From an optimization exercise on the open Yosys and OpenROAD flow, aimed at small area and a short achievable clock period; shortcuts taken in it are not production practice. At most, simulation tests tie the RTL to the original design; equivalence was not proved. Power figures rest on the tool's default switching activity, not on a simulated workload.

Setup of run 1:
==> flow/design.v (excerpt) <==
module alu(
		input  FPUCLK,
		input  [31:0] A, B,
		input  [2:0]  CTRL,
		output reg [31:0] OUT
	);
Settings: LEC_CHECK=0, ABC_AREA=1, CAP_MARGIN=20, CORE_MARGIN=2, CORE_UTILIZATION=40, CTS_BUF_LIST=sky130_fd_sc_hd__clkbuf_8, SETUP_SLACK_MARGIN=3.0, SLEW_MARGIN=20; clock period 5.5 ns.
standard.sh (not shown) runs the stock make flow with config.mk's settings and CLKGATE_MAP_FILE= SYNTH_SCRIPT=/design/flow/synth_recipe.tcl, a recipe that flattens the netlist after the stock synthesis.
==> flow/flow/run.sh <==
#!/bin/bash
set -euo pipefail
bash standard.sh \
  "BUFFER_PORTS_ARGS=-buffer_cell sky130_fd_sc_hd__buf_2" \
  finish > make_finish.log 2>&1
Input changes introduced in run 2 (baseline for comparison: run 1):
--- a/flow/config.mk
+++ b/flow/config.mk
@@ -11,4 +11,3 @@
 export CORE_UTILIZATION = 40
-export CTS_BUF_LIST = sky130_fd_sc_hd__clkbuf_8
-export SETUP_SLACK_MARGIN = 3.0
+export SETUP_SLACK_MARGIN = 3.4
 export SLEW_MARGIN = 20
## What came out
- Changes observed in run 2 relative to run 1: setup slack of the critical path after layout has increased; share of the cycle needed by the critical path after routing has decreased; slack of the worst reg-to-reg path went up 180 ps.
- [run 2] register fraction of the total cell area fell 2.5 points relative to run 1
- The area of all placed cells without fillers of run 2 was inferior to that of run 1.
- Hold slack, run 1 and run 2: smaller value in run 1
- Height of the die came out exactly the same in run 1 and run 2.
- Run 2 vs. run 1: clock skew closely matched the old numbers, post-synthesis to final-layout area growth increased by 10 points relative to the old numbers.
- Run 2: no failed stages, no open violations at the end
Input changes introduced in run 3 (baseline for comparison: run 2):
==> flow/run.sh (new file) <==
#!/bin/bash
# synth_recipe.tcl (not shown) runs the flow's synth.tcl, then flattens the netlist and writes it again
# the make line also repeats each setting of config.mk as NAME=value (left out here)
make -C /OpenROAD-flow-scripts/flow DESIGN_CONFIG=/design/flow/config.mk WORK_HOME=/design/flow/orfs CLKGATE_MAP_FILE= SYNTH_SCRIPT=/design/flow/synth_recipe.tcl finish
--- a/flow/config.mk
+++ b/flow/config.mk
@@ -11,3 +11,3 @@
 export CORE_UTILIZATION = 40
-export SETUP_SLACK_MARGIN = 3.4
+export SETUP_SLACK_MARGIN = 3.0
 export SLEW_MARGIN = 20
removed: flow/flow/run.sh
removed: flow/standard.sh
[summary]
- Compared with run 2, in run 3 signal arrival time at the worst endpoint went up by 110 ps, wire length of the first global-routing pass went down by about 0.9%.
- Clock buffer count in the final layout delta for run 3 relative to run 2: 2 higher
- Against run 2 as the reference, run 3 delivers a lower part of the total power dissipated in combinational logic.
- Total detailed-routing wirelength: run 3 vs run 2 down about 0.8%


build 33:
Another version of the RTL of alu (not shown whole).
For scale: ~1500 cells after synthesis.
export LEC_CHECK = 0
export ABC_AREA = 1
export CAP_MARGIN = 20
export CORE_MARGIN = 2
export CORE_UTILIZATION = 40
export SETUP_SLACK_MARGIN = 3.1
export SLEW_MARGIN = 20
create_clock -name core_clock -period 5.5 [get_ports {FPUCLK}]
==> flow/flow/run.sh <==
#!/bin/bash
set -euo pipefail
bash standard.sh \
  "BUFFER_PORTS_ARGS=-buffer_cell sky130_fd_sc_hd__buf_2" \
  finish > make_finish.log 2>&1
#### Input delta (build 38 over build 33)
- SETUP_SLACK_MARGIN now 3.0, was 3.1
--- outcome ---
Against build 33, leakage power total in build 38 fell slightly. The post-CTS resize count in build 38 sits 17 below the value recorded for build 33. Inverter count of the layout excluding clock inverters in build 38 is 0.76% lower than in build 33. Going from build 33 to build 38, final instance area shrank slightly. Diff build 33 -> build 38: share of the core filled with cells in the final layout has decreased; final period utilization has increased; worst hold slack has decreased; register share of total power has remained practically unchanged.
> inputs changed (build 38 -> build 56)
- swapping 3.0 for 3.3 in SETUP_SLACK_MARGIN
## What came out
- In build 56, the final wirelength came out 900 um above the value in build 38.
- From build 38 to build 56 the numbers moved as follows: shortest clock period the worst path allows after layout now smaller; layout cell share with drive strength beyond 1 now larger; worst stage delay on the critical path comparable; power now larger; final cell count now larger.
- Routing usage on met3 across build 38 and build 56: no real change.
- STATUS DRC violation total after the first TritonRoute iteration: build 56 loses against build 38
- When build 56 is measured against build 38, its total via count after detailed routing turns out 305 higher.
- Comparing build 56 against build 38, there is no change at all in width of the die.
The inputs of build 88 differ from those of build 56 as listed below.
- swapping 3.3 for 2.9 in SETUP_SLACK_MARGIN
Findings:
Build 56: PASS, flow complete, no timing, DRC or antenna violations
Build 88: done, clean on timing, DRC and antenna
The run with more routed wire is build 56, not build 88.
Taking build 56 as the reference, in build 88 sequential standard cell area now smaller, setup slack fell 0.16 ns, non-clock buffer total of the final layout moved down.
No run of this note included a check of the RTL's function; only the layout flow was run.


== T ==
alu, a different RTL version from the one above (not shown whole).
Size: roughly 190 flip-flops, ~100 I/O pins, about 11,000 µm² of cells after synthesis.
clock: 5.5 ns
lec_check: 0
abc_area: 1
cap_margin: 0
core_margin: 2
core_utilization: 40
setup_slack_margin: 3.0
slew_margin: 0
Scripts as last shown in full above: flow/flow/run.sh
T: no failed stages, no open violations at the end
> inputs changed (T -> P)
Settings: ABC_AREA now 0, was 1; CAP_MARGIN now 20, was 0; SLEW_MARGIN now 20, was 0.
### Flow results
The combinational share of power of T and that of P are within noise of each other. Switching fraction of total power (higher): T. P: done, clean on timing, DRC and antenna. Compared with T, P shows a higher adder-cell share of the synthesized area. P against T; summed area of non-filler cells in the final layout is up slightly.
No run of this note included a check of the RTL's function; only the layout flow was run.


Setup of main:
Another version of the RTL of alu (not shown whole).
Size: ~1,000 cells after synthesis, ~190 flip-flops, ~100 I/O pins, about 10,000 sq um of cells after synthesis.
make LEC_CHECK=0 CAP_MARGIN=20 CORE_MARGIN=2 CORE_UTILIZATION=40 SLEW_MARGIN=20 finish   # period 5.5 ns
run.sh (not shown) runs the stock make flow with config.mk's settings and CLKGATE_MAP_FILE= SYNTH_SCRIPT=/design/flow/synth_recipe.tcl, a recipe that flattens the netlist after the stock synthesis.
Stock flow here: none of the scripts above is used.
Setup changes, main to the feature branch
- an added SETUP_SLACK_MARGIN of 2.5
- an added ABC_CLOCK_PERIOD_IN_PS of 2500
[summary]
In the flow results for the feature branch and main, the proportion of cell area occupied by multi-input gates is smaller on main.
The feature branch against main: amount of wire on met3 after detailed routing went up, sequential share of power went down, design area went up, register-to-register slack went up, number of non-clock buffers in the layout went up.


Another version of the RTL of alu (not shown whole).
Size: ~1000 cells after synthesis, roughly 100 I/O pins, roughly 10000 um^2 of cells after synthesis.
make LEC_CHECK=0 CAP_MARGIN=20 CORE_MARGIN=2 CORE_UTILIZATION=40 SETUP_SLACK_MARGIN=3.0 SLEW_MARGIN=20 finish   # period 5.5 ns
==> next run, changes <==
--- a/flow/config.mk
+++ b/flow/config.mk
@@ -6,7 +6,8 @@
 export NUM_CORES = 4
 export LEC_CHECK = 0
+export ABC_AREA = 1
 export CAP_MARGIN = 20
 export CORE_MARGIN = 2
 export CORE_UTILIZATION = 40
-export SETUP_SLACK_MARGIN = 3.0
+export SETUP_SLACK_MARGIN = 3.3
 export SLEW_MARGIN = 20
Synthesized cell count increases by 43%. Routed wire length climbs by about 23%. Power rose by 0.43%. Non-clock buffer count goes up by 5. Worst hold slack loses 0.0040 ns. Count of clock-buffer cells in the layout is lower by 2. First-iteration DRC count rises by about 70%.
==> next run, changes <==
--- a/flow/config.mk
+++ b/flow/config.mk
@@ -10,4 +10,4 @@
 export CORE_MARGIN = 2
 export CORE_UTILIZATION = 40
-export SETUP_SLACK_MARGIN = 3.3
+export SETUP_SLACK_MARGIN = 3.0
 export SLEW_MARGIN = 20
The changed run produced a clean layout.
Sequential power hardly moves.
Setup slack is better by 0.018 ns.
Sequential cell count does not change.
Fmax increases by about 0.7%.
Via count went down by 1.7%.
Global-route usage barely changes.
Sequential share of layout area rises by 1.3 points.
Wire length decreases by about 2.3%.
Count of clock-buffer cells in the layout is higher by 3.
Power decreases by about 2%.
Die area does not change.
==> next run, changes <==
--- a/flow/config.mk
+++ b/flow/config.mk
@@ -10,4 +10,4 @@
 export CORE_MARGIN = 2
 export CORE_UTILIZATION = 40
-export SETUP_SLACK_MARGIN = 3.0
+export SETUP_SLACK_MARGIN = 2.5
 export SLEW_MARGIN = 20
Hold slack hardly moves.
Cell area shrinks by 5.0%.
Count of clock-buffer cells in the layout is unchanged.
Synthesized cell count does not change.
Power went down by 5.0%.
Sequential power fell by about 2%.
Area after synthesis stays the same.
==> next run, changes <==
--- a/flow/config.mk
+++ b/flow/config.mk
@@ -6,5 +6,4 @@
 export NUM_CORES = 4
 export LEC_CHECK = 0
-export ABC_AREA = 1
 export CAP_MARGIN = 20
 export CORE_MARGIN = 2
The changed run produced a clean layout.
First-iteration DRC count decreases by 31%.
Clock skew is about the same.
Worst setup slack loses 0.29 ns.
Sequential cell count is unchanged.
Via count decreases by 18%.
Clock-buffer cell count decreases by 4.
Cell count decreases by 22%.
No run of this note included a check of the RTL's function; only the layout flow was run.


== run A ==
The RTL this note starts from:
==> flow/design.v <==
module alu(
		input  FPUCLK,
		input  [31:0] A, B,
		input  [2:0]  CTRL,
		output [31:0] OUT
	);
	wire        v_in = (CTRL[2:1] == 2'b00);
	wire [31:0] ca = {A[30:0], 1'b0}, cb = {B[30:0], 1'b0};
	wire [31:0] cg0 = ca & ~cb, cl0 = ~ca & cb;
	wire [15:0] cg1, cl1;
	wire [7:0]  cg2, cl2;
	wire [3:0]  cg3, cl3;
	wire [1:0]  cg4, cl4;
	genvar ci;
	generate
		for (ci = 0; ci < 16; ci = ci + 1) begin : c1
			assign cg1[ci] = cg0[2*ci+1] | (~cl0[2*ci+1] & cg0[2*ci]);
			assign cl1[ci] = cl0[2*ci+1] | (~cg0[2*ci+1] & cl0[2*ci]);
		end
		for (ci = 0; ci < 8; ci = ci + 1) begin : c2
			assign cg2[ci] = cg1[2*ci+1] | (~cl1[2*ci+1] & cg1[2*ci]);
			assign cl2[ci] = cl1[2*ci+1] | (~cg1[2*ci+1] & cl1[2*ci]);
		end
		for (ci = 0; ci < 4; ci = ci + 1) begin : c3
			assign cg3[ci] = cg2[2*ci+1] | (~cl2[2*ci+1] & cg2[2*ci]);
			assign cl3[ci] = cl2[2*ci+1] | (~cg2[2*ci+1] & cl2[2*ci]);
		end
		for (ci = 0; ci < 2; ci = ci + 1) begin : c4
			assign cg4[ci] = cg3[2*ci+1] | (~cl3[2*ci+1] & cg3[2*ci]);
			assign cl4[ci] = cl3[2*ci+1] | (~cg3[2*ci+1] & cl3[2*ci]);
		end
	endgenerate
	wire        agb  = ~(cl4[1] | (~cg4[1] & cl4[0]));	 
	wire        ageb = ~cl3[3];					 
	wire [7:0]  dab  = A[30:23] - B[30:23];
	wire [7:0]  dba  = B[30:23] - A[30:23];
	wire [7:0]  d    = ageb ? dab : dba;
	wire [4:0]  d5   = (d[7:5] != 3'b000) ? 5'd31 : d[4:0];
	reg  [22:0] ma0, mb0;
	reg  [7:0]  e0;
	reg  [4:0]  d0;
	reg         sa0, sb0, agb0, nagb0, v0;
	always @(posedge FPUCLK) begin
		ma0  <= A[22:0];
		mb0  <= B[22:0];
		e0   <= ageb ? A[30:23] : B[30:23];
		d0   <= d5;
		sa0  <= A[31];
		sb0  <= B[31] ^ CTRL[0];		 
		agb0 <= agb;
		nagb0 <= ~agb;			 
		v0   <= v_in;
	end
	wire [22:0] x1  = agb0 ? ma0 : mb0;	 
	wire [22:0] y1  = nagb0 ? ma0 : mb0;	 
	wire        sub = sa0 ^ sb0;
	wire [23:0] ys1 = {1'b1, y1} >> d0;
	reg  [22:0] xm1;
	reg  [23:0] ym1;
	reg  [7:0]  e1;
	reg         s1, sub1, v1;
	always @(posedge FPUCLK) begin
		xm1  <= x1;
		ym1  <= ys1 ^ {24{sub}};
		e1   <= e0;
		s1   <= agb0 ? sa0 : sb0;
		sub1 <= sub;
		v1   <= v0;
	end
	wire [25:0] sum2 = {2'b01, xm1, 1'b1} + {1'b0, ym1, sub1};
	wire [24:0] r2   = {sum2[25] & ~sub1, sum2[24:1]};
	reg  [24:0] r2q;
	reg  [7:0]  e2;
	reg         s2, v2;
	always @(posedge FPUCLK) begin
		r2q <= r2;
		e2  <= e1 + 8'd2;			 
		s2  <= s1;
		v2  <= v1;
	end
	wire [31:0] lz_in = {r2q, 7'b0};
	wire [15:0] v_1;  wire [15:0] p_1;
	wire [7:0]  v_2;  wire [15:0] p_2;
	wire [3:0]  v_4;  wire [11:0] p_4;
	wire [1:0]  v_8;  wire [7:0]  p_8;
	wire [4:0]  n3;
	genvar gi;
	generate
		for (gi = 0; gi < 16; gi = gi + 1) begin : l1
			assign v_1[gi] = lz_in[2*gi+1] | lz_in[2*gi];
			assign p_1[gi] = ~lz_in[2*gi+1];
		end
		for (gi = 0; gi < 8; gi = gi + 1) begin : l2
			assign v_2[gi] = v_1[2*gi+1] | v_1[2*gi];
			assign p_2[2*gi+1:2*gi] = v_1[2*gi+1] ? {1'b0, p_1[2*gi+1]} : {1'b1, p_1[2*gi]};
		end
		for (gi = 0; gi < 4; gi = gi + 1) begin : l4
			assign v_4[gi] = v_2[2*gi+1] | v_2[2*gi];
			assign p_4[3*gi+2:3*gi] = v_2[2*gi+1] ? {1'b0, p_2[4*gi+3:4*gi+2]} : {1'b1, p_2[4*gi+1:4*gi]};
		end
		for (gi = 0; gi < 2; gi = gi + 1) begin : l8
			assign v_8[gi] = v_4[2*gi+1] | v_4[2*gi];
			assign p_8[4*gi+3:4*gi] = v_4[2*gi+1] ? {1'b0, p_4[6*gi+5:6*gi+3]} : {1'b1, p_4[6*gi+2:6*gi]};
		end
	endgenerate
	assign n3 = v_8[1] ? {1'b0, p_8[7:4]} : {1'b1, p_8[3:0]};
	wire [24:0] t16 = n3[4] ? {r2q[8:0], 16'b0} : r2q;
	wire [24:0] t8  = n3[3] ? {t16[16:0], 8'b0} : t16;
	wire [24:0] t4  = n3[2] ? {t8[20:0], 4'b0}  : t8;
	wire [24:0] t2  = n3[1] ? {t4[22:0], 2'b0}  : t4;
	wire [24:0] t1  = n3[0] ? {t2[23:0], 1'b0}  : t2;
	wire [7:0]  e3  = e2 + {3'b111, ~n3};
	wire        zero = ~(v_8[1] | v_8[0]);		 
	reg  [31:0] res3;
	reg         z3;
	always @(posedge FPUCLK) begin
		if (v2) begin
			res3 <= {s2, e3, t1[23:1]};
			z3   <= zero;
		end
	end
	assign OUT = {res3[31:23] & {9{~z3}}, res3[22:0]};
endmodule
clock: 5.5 ns
lec_check: 0
abc_area: 1
abc_clock_period_in_ps: 1600
cap_margin: 20
core_margin: 2
core_utilization: 40
setup_slack_margin: 3.1
slew_margin: 20
standard.sh (not shown) runs the stock make flow with config.mk's settings and CLKGATE_MAP_FILE= SYNTH_SCRIPT=/design/flow/synth_recipe.tcl, a recipe that flattens the netlist after the stock synthesis.
==> flow/flow/run.sh <==
#!/bin/bash
set -euo pipefail
bash standard.sh \
  "BUFFER_PORTS_ARGS=-buffer_cell sky130_fd_sc_hd__buf_1" \
  finish > make_finish.log 2>&1
Here is what was changed in the inputs of run B compared with run A.
- removing ABC_CLOCK_PERIOD_IN_PS (formerly 1600)
- changing SETUP_SLACK_MARGIN from 3.1 to 3.2
--- a/flow/flow/run.sh
+++ b/flow/flow/run.sh
@@ -4 +4 @@
-  "BUFFER_PORTS_ARGS=-buffer_cell sky130_fd_sc_hd__buf_1" \
+  "BUFFER_PORTS_ARGS=-buffer_cell sky130_fd_sc_hd__buf_2" \
- As far as clock-buffer cell count goes, run A and run B are indistinguishable; the numbers are identical.
- Run B vs run A, share of cells above drive strength 1 went up by 7.0 points.
- Comparing run A and run B, the lower filler cell count is on run B.
- Diff run B..run A | via count | negligible
- Comparing run A and run B, the lower area of all placed cells without fillers was measured on run A.
- Run B was carried through to the last stage, and its layout satisfied the timing, DRC and antenna checks.
- | total power | run B vs run A | worse |
- Going from run A to run B, area of the multi-input gates moved up; clock power share moved down; half-perimeter wire length after detailed placement moved up; highest clock rate level.
- Async set-reset flop share out of synthesis: run A vs run B identical
Setup changes, run B to run C
- SETUP_SLACK_MARGIN now 3.1, was 3.2
--- a/flow/flow/run.sh
+++ b/flow/flow/run.sh
@@ -4 +4 @@
-  "BUFFER_PORTS_ARGS=-buffer_cell sky130_fd_sc_hd__buf_2" \
+  "BUFFER_PORTS_ARGS=-buffer_cell sky130_fd_sc_hd__buf_1" \
==> comparison <==
- Every stage of the flow completed for run C, and the final layout passed the timing, DRC and antenna checks.
- Both conditions hold for run B: the flow ran to the end and the final layout passed the timing, DRC and antenna checks.
- Combined area of the multi-input logic cells, run C vs run B: down slightly
- For global routing usage on met3, run C and run B come out practically identical.
- Run B → run C: number of global-route vias before repair went down by about 3.6%; depth of the most critical reg-to-reg path went down by 3.
Here is what was changed in the inputs of run D compared with run C.
- SETUP_SLACK_MARGIN: 3.1 -> 3.3
--- a/flow/flow/run.sh
+++ b/flow/flow/run.sh
@@ -4 +4 @@
-  "BUFFER_PORTS_ARGS=-buffer_cell sky130_fd_sc_hd__buf_1" \
+  "BUFFER_PORTS_ARGS=-buffer_cell sky130_fd_sc_hd__buf_2" \
### Flow results
[run D vs run C] clock-buffer cell count: higher in run D. Run D ends up with lower worst setup slack than run C does. Count of plain and timing-repair buffers, run D and run C, lower one = run C. Diff run C -> run D: reg2reg setup slack went up, core utilization has increased, final worst-path cycle share ~0 delta. Run C finished all stages; the layout is clean. Run D went all the way through the flow, and no timing, DRC or antenna check failed.
For run E, these inputs were changed with respect to run D:
- swapping 3.3 for 3.0 in SETUP_SLACK_MARGIN
--- outcome ---
- Relative to run D, the total power of run E is lower by 2.7%.
- Higher number of global-route vias before repair goes to run D over run E.
- Run E drops fewer vias than run D.
- Diff run D -> run E: post-route minimum period up 0.078 ns; post-route cell area down 5.3%; global-route usage flat; number of clock buffer instances in the layout down 1; switching share of total power down 0.50 points.
- In run E the buffer count excluding the clock tree in the final layout turned out 17 lower than in run D.
- Against run D, fmax in run E fell by a few percent.
- On power of the sequential group, run D and run E are basically level.

-- separate check: timing with driven ports --
Ports are ideal in the flow. The routed layouts listed here were re-timed in OpenROAD. Step 1: set_driving_cell puts a clkbuf_16 on FPUCLK and a buf_2 on each other input, an assumption about the parent block. Step 2 adds t to the input delays and takes it off the output delays; t is the mean of the earliest and latest rising clock arrival at the registers after step 1. Input paths then give back, and output paths get back, about the clock's delay inside the block. a / b / c = ideal / step 1 / step 2; a / b = the first two.
run | t, ns | setup slack, ns | hold slack, ns | worst setup path after step 2 | worst data-port slew with drivers (ns)
run 1 | 0.514 | 2.866 / 2.866 / 2.569 | 0.320 / 0.320 / 0.320 | input to register | 0.04
run 2 | 0.491 | 3.042 / 3.042 / 2.580 | 0.324 / 0.324 / 0.324 | input to register | 0.06
run 3 | 0.487 | 2.921 / 2.921 / 2.517 | 0.326 / 0.326 / 0.326 | input to register | 0.06
build 33 | 0.478 | 2.976 / 2.976 / 2.743 | 0.324 / 0.324 / 0.324 | input to register | 0.04
build 38 | 0.478 | 2.950 / 2.950 / 2.654 | 0.320 / 0.320 / 0.320 | input to register | 0.03
build 56 | 0.474 | 3.003 / 3.003 / 2.759 | 0.324 / 0.324 / 0.324 | input to register | 0.06
build 88 | 0.475 | 2.844 / 2.844 / 2.605 | 0.322 / 0.322 / 0.322 | input to register | 0.05
T | 0.478 | 2.987 / 2.983 / 2.505 | 0.316 / 0.316 / 0.316 | input to register | 0.06
P | 0.478 | 2.521 / 2.521 / 2.230 | 0.329 / 0.329 / 0.329 | input to register | 0.05
main | 0.475 | 0.778 / 0.778 / 0.778 | 0.325 / 0.325 / 0.325 | register to register | 0.03
the feature branch | 0.477 | 1.888 / 1.888 / 1.888 | 0.328 / 0.328 / 0.328 | register to register | 0.04
the first run of note 5 | 0.472 | 2.338 / 2.338 / 1.981 | 0.329 / 0.329 / 0.329 | input to register | 0.07
the second run of note 5 | 0.476 | 3.032 / 3.032 / 2.721 | 0.325 / 0.325 / 0.325 | input to register | 0.06
the third run of note 5 | 0.470 | 3.050 / 3.050 / 2.632 | 0.328 / 0.328 / 0.328 | input to register | 0.04
the fourth run of note 5 | 0.470 | 2.633 / 2.639 / 2.179 | 0.327 / 0.327 / 0.327 | input to register | 0.04
the fifth run of note 5 | 0.484 | 2.347 / 2.347 / 2.018 | 0.329 / 0.329 / 0.329 | input to register | 0.06
run A | 0.482 | 3.174 / 3.126 / 2.718 | 0.329 / 0.329 / 0.329 | input to register | 0.05
run B | 0.471 | 3.171 / 3.125 / 2.819 | 0.325 / 0.325 / 0.325 | input to register | 0.05
run C | 0.482 | 3.174 / 3.126 / 2.718 | 0.329 / 0.329 / 0.329 | input to register | 0.05
run D | 0.483 | 3.167 / 3.116 / 2.798 | 0.330 / 0.330 / 0.330 | input to register | 0.06
run E | 0.476 | 3.089 / 3.089 / 2.652 | 0.327 / 0.327 / 0.327 | input to register | 0.05
After both steps every run listed still meets setup and hold. The setup slack of T, which loses most, moves by -0.004 ns with the drivers and by -0.482 ns with both steps.
